Context: an optimization exercise on an open-source flow, tuned for small area and a short achievable clock period. The choices shown serve that exercise and are no tape-out recipe. No functional check of the RTL was part of any run shown here.

==> flow/design.v, too long to show whole: its modules and the start of the top module <==
// module posit_mul_mant: 2179 lines
// module posit_decode: 72 lines
// module posit_expo: 36 lines
// module posit_add_mant: 40 lines
// module lane_add28: 16 lines
// module posit_encode: 61 lines
// module posit_core: 218 lines
// module dpu_pe_operator_top: 83 lines
module dpu_pe_operator_top (
  input               clk,
  input        [31:0] in_0,
  input        [31:0] in_1,
  input        [3:0]  opcode,
  input        [1:0]  precision_config,
  output logic [31:0] out
);
  // ...
==> flow/flow/run.sh <==
#!/bin/bash
# Standard layout (the standard.sh: the standard synthesis and ORFS
# steps at the design's clock period and constraints), with the timing
# repair steps asked to keep a larger setup slack margin so that they size
# and buffer the critical paths. The log of the whole run is standard.log.
bash standard.sh SETUP_SLACK_MARGIN=20 finish > standard.log 2>&1
==> flow/standard.sh <==
#!/bin/bash
# synth_recipe.tcl (not shown) runs the flow's synth.tcl, then flattens the netlist and writes it again
# the make line also repeats each setting of config.mk as NAME=value (left out here)
make -C /OpenROAD-flow-scripts/flow DESIGN_CONFIG=/design/flow/config.mk WORK_HOME=/design/flow/orfs CLKGATE_MAP_FILE= SYNTH_SCRIPT=/design/flow/synth_recipe.tcl "${@:-finish}"
==> flow/config.mk <==
export PLATFORM = sky130hd
export DESIGN_NAME = dpu_pe_operator_top
export DESIGN_NICKNAME = dpu_pe_operator_top
export VERILOG_FILES = /design/flow/design.v
export SDC_FILE = /design/flow/constraint.sdc
export NUM_CORES = 4
export LEC_CHECK = 0
export ABC_AREA = 1
export CAP_MARGIN = 20
export CORE_MARGIN = 2
export CORE_UTILIZATION = 40
export SLEW_MARGIN = 20
==> flow/constraint.sdc <==
create_clock -name core_clock -period 30.0 [get_ports {clk}]
set_input_delay 6.0000 -clock core_clock [delete_from_list [all_inputs] [get_ports {clk}]]
set_output_delay 6.0000 -clock core_clock [all_outputs]
set_load 0.01 [all_outputs]
==> flow_metrics.tcl, run 1 <==
set metrics [dict create \
    outcome "no timing/DRC/antenna violations" \
    grt_use_met3_pct 6.67 \
    relSlewSlack_pct 15.9 \
    wl_per_cell_um 23.6 \
    die_w_um 335 \
    synth_xor_area_share_pct 9.01 \
    ys_warn_count 6 \
    layout_common_cells "nand2_1, inv_1, nor2_1, o21ai_0, nand3_1" \
    synth_nets 7677 \
    cts_hold_buf 0 \
    slew_viol_final 0 \
    top_usage_layer "met2" \
    clock_area_share_pct 1.13 \
    nNetsFinal 7806 \
    final_common_cell "nand2_1" \
    regArea_um2 3940 \
    synth-compound-area-share_pct 22.6 \
    hold_ws_ns 0.466 \
    crit_fanout 7 \
    fin_area_um2 50600 \
    dominant_cells "multi-input gates" \
    cp.depth 29 \
    worst_setup_path_end_kind "primary output" \
    cts_setup_buffers 144 \
    clock_path_buffers 2 \
    cts_buffers 17 \
    insertion_delay_ns 0.52 \
    synthFlopType "dfxtp_1" \
    ios 103 \
    detailedPlace.worstSlack_ns 17.15 \
    seq_share_pct 7.80 \
    htreeDepth 4 \
    ant_nets 0 \
    met2WireLength_mm 88.7 \
    min_path_type "flip-flop to flip-flop" \
]
==> run 2, diff against run 1 <==
==> flow/run.sh (new file) <==
#!/bin/bash
# synth_recipe.tcl (not shown) runs the flow's synth.tcl, then flattens the netlist and writes it again
# the make line also repeats each setting of config.mk as NAME=value (left out here)
make -C /OpenROAD-flow-scripts/flow DESIGN_CONFIG=/design/flow/config.mk WORK_HOME=/design/flow/orfs CLKGATE_MAP_FILE= SYNTH_SCRIPT=/design/flow/synth_recipe.tcl finish
--- a/flow/config.mk
+++ b/flow/config.mk
@@ -8,5 +8,5 @@
 export ABC_AREA = 1
-export CAP_MARGIN = 20
+export CAP_MARGIN = 60
 export CORE_MARGIN = 2
 export CORE_UTILIZATION = 40
-export SLEW_MARGIN = 20
+export SLEW_MARGIN = 80
removed: flow/flow/run.sh
removed: flow/standard.sh
==> flow_metrics.tcl, run 2 <==
set metrics [dict create \
    use_met2_pct 53.9 \
    placementRows 121 \
    fin_area_um2 51400 \
    crit_fanout 20 \
    path_class "flip-flop to primary output" \
    setup_viol 0 \
    arrival_ns 6.07 \
    crit_buf_inv 3 \
    cts_tree "done" \
    die-area_um2 112000 \
    clock-sinks 196 \
    slew_viol_final 0 \
    path_clk_slew_ns 0.08 \
    outcome "no timing/DRC/antenna violations" \
    startpoint_type "flip-flop" \
    gp_congestion 1.07 \
    via_per_inst 5.96 \
    reg_top3 "np_q: 32 flops, w_q: 32 flops" \
    yosysUniqueCellTypes 83 \
    diodes 0 \
    layout_common_cells "nand2_1, inv_1, nor2_1, nand3_1, o22ai_1" \
    max_stage_delay_ns 0.57 \
    die_h_um 335 \
    synth_area_um2 43800 \
    ys_seq_area_share_pct 8.95 \
    grt_use_met3_pct 6.02 \
    grt_max_degree 51 \
    synth_nets 7677 \
    drive_above_1_share_pct 14.1 \
    relSlewSlack_pct 76.6 \
    grt_antenna_before_repair 4 \
    worst_setup_path_end_kind "primary output" \
    slowest_stage "clkdlybuf4s50_1" \
    ys_async_sr_fraction_pct 0 \
    ys_warn_count 6 \
    syn2layout_area_growth_pct 17.3 \
    timing.setup.tns_ns 0 \
    coreArea_um2 109000 \
    grt_pass1_wl_mm 298 \
    start_util_pct 40.3 \
    syn_inst 7130 \
    ant_nets 0 \
    finalHoldViolCount 0 \
    min_period_ns 12.07 \
    crit_required_ns 24.00 \
    worst_slew_pin_slew_ns 0.351 \
    finalCritPeriodShare_pct 40.2 \
    yosys.cell_count.top_type "nand2_1" \
    die_w_um 335 \
    drtPass1Iterations 8 \
    synthFlopType "dfxtp_1" \
    insertion_delay_ns 0.51 \
    grt.total_usage_pct 34.6 \
    synthTopCellsByArea "nand2_1, fa_1, dfxtp_1, xor2_1, inv_1" \
    wl_mm 199 \
    cts_buffers 17 \
    grt-ovfl-total 0 \
    placed_area_um2 49700 \
    vias 51000 \
    drc 0 \
    synth.largest_area_cell "nand2_1" \
    clock_path_buffers 2 \
    min_path_type "flip-flop to flip-flop" \
    wl_per_cell_um 23.3 \
    cts_setup_buffers 0 \
    syn_avg_cell_area_um2 6.15 \
    ys_ff_latch 196 \
    fmax_mhz 82.8 \
    crit_family "simple AND/OR/NAND/NOR gates" \
    clock_skew_ns 0.0231 \
    grt_setup_unrepaired "false" \
    nNetsFinal 7670 \
    drtIter0Drc 6081 \
    synth_commonest_cells "nand2_1, inv_1, o21ai_0" \
    numPortBuffers 102 \
    top_usage_layer "met2" \
    clockRootBuffer "clkbuf_16" \
    grtUsageMet1_pct 45.6 \
    grt_pass1_vias 48000 \
    final_common_cell "nand2_1" \
    cpMostUsedCell "nand2_1" \
    ios 103 \
    dp_hpwl_mm 162 \
    htreeDepth 4 \
    synth_edf_count 0 \
    cts_hold_buf 0 \
    ctsResizeCount 0 \
    synth_top_area_share_pct 14.0 \
    cap_violations 0 \
]
run 2: cell type report:
type	count	area, um2
inverter	1017	3920
clock buffer	18	429
tap	1414	1770
timing repair buffer	309	3230
fill	11400	57300
clock inverter	14	190
sequential	196	4040
multi-input combinational	5582	37800
run 2: cell families after synthesis:
kind of cell	synth area share (%)
buf+inv	12.1
fa+ha+maj	18.1
compound gates	22.6
xor+xnor	9.01
simple gates	28.8
flops	8.95
mux	0.437
run 2: path summary, 6_finish.rpt:
kind	from	endpoint	slack, ns	cells after the start
setup / recovery	m8_qq	out[28]	17.93	28
hold / removal	np_q[12]	w_q[12]	0.47	2
setup reg to reg	m8_q	w_q[8]	19.75	57
hold reg to reg	np_q[12]	w_q[12]	0.47	2
run 2: metal layers:
| layer | vias up | wire, um |
|---|---|---|
| met3 | 561 | 19100 |
| met1 | 23800 | 81500 |
| met5 | - | 14 |
| li1 | 23700 | - |
| met2 | 2866 | 86100 |
| met4 | 2 | 12100 |
run 2: through the flow:
| step | utilization [%] | setup slack [ns] | hold slack, ns | cells |
|---|---|---|---|---|
| 2_1_floorplan | - | 19.97 | 0.332 | 7130 |
| 3_3_place_gp | 42.2 | 17.90 | 0.451 | 8404 |
| 3_5_place_dp | 45.7 | 18.27 | 0.450 | 8497 |
| 4_1_cts | 46.3 | 17.93 | 0.462 | 8529 |
| 5_1_grt | 47.3 | 17.18 | 0.472 | 8550 |
| 6_report | 47.3 | 17.93 | 0.468 | 8550 |
run 2: worst register-to-register path, delay by kind of cell, from the launching register on:
kind,cells,cell delay [ns]
buffers and inverters,10,2.12
adders and majority gates,2,0.78
DFF,1,0.37
AOI/OAI and AO/OA,24,3.83
and+or+nand+nor,21,3.10

[port drivers added, routing unchanged]
The flow's constraints put no driver on any port. The routed layouts listed below were extracted and timed again, unchanged, in two steps. Step 1 (the two cells are an assumption about what drives the block):
set clk [get_ports {clk}]
set_driving_cell -lib_cell sky130_fd_sc_hd__clkbuf_16 $clk
set_driving_cell -lib_cell sky130_fd_sc_hd__buf_2 [delete_from_list [all_inputs] $clk]
Step 2, shift: input delay + t, output delay - t, t = (earliest + latest rising clock arrival at the registers) / 2. This alone moves slack from input paths to output paths. a / b / c = ideal ports / drivers / drivers and shift; a / b = the first two.
| run | t (ns) | setup slack, ns | worst slew at a driven data input, ns |
|---|---|---|---|
| run 1 | 0.579 | 19.111 / 19.039 / 19.570 | 0.04 |
| run 2 | 0.572 | 17.926 / 17.852 / 18.283 | 0.04 |
After both steps setup and hold are still met in every run listed.
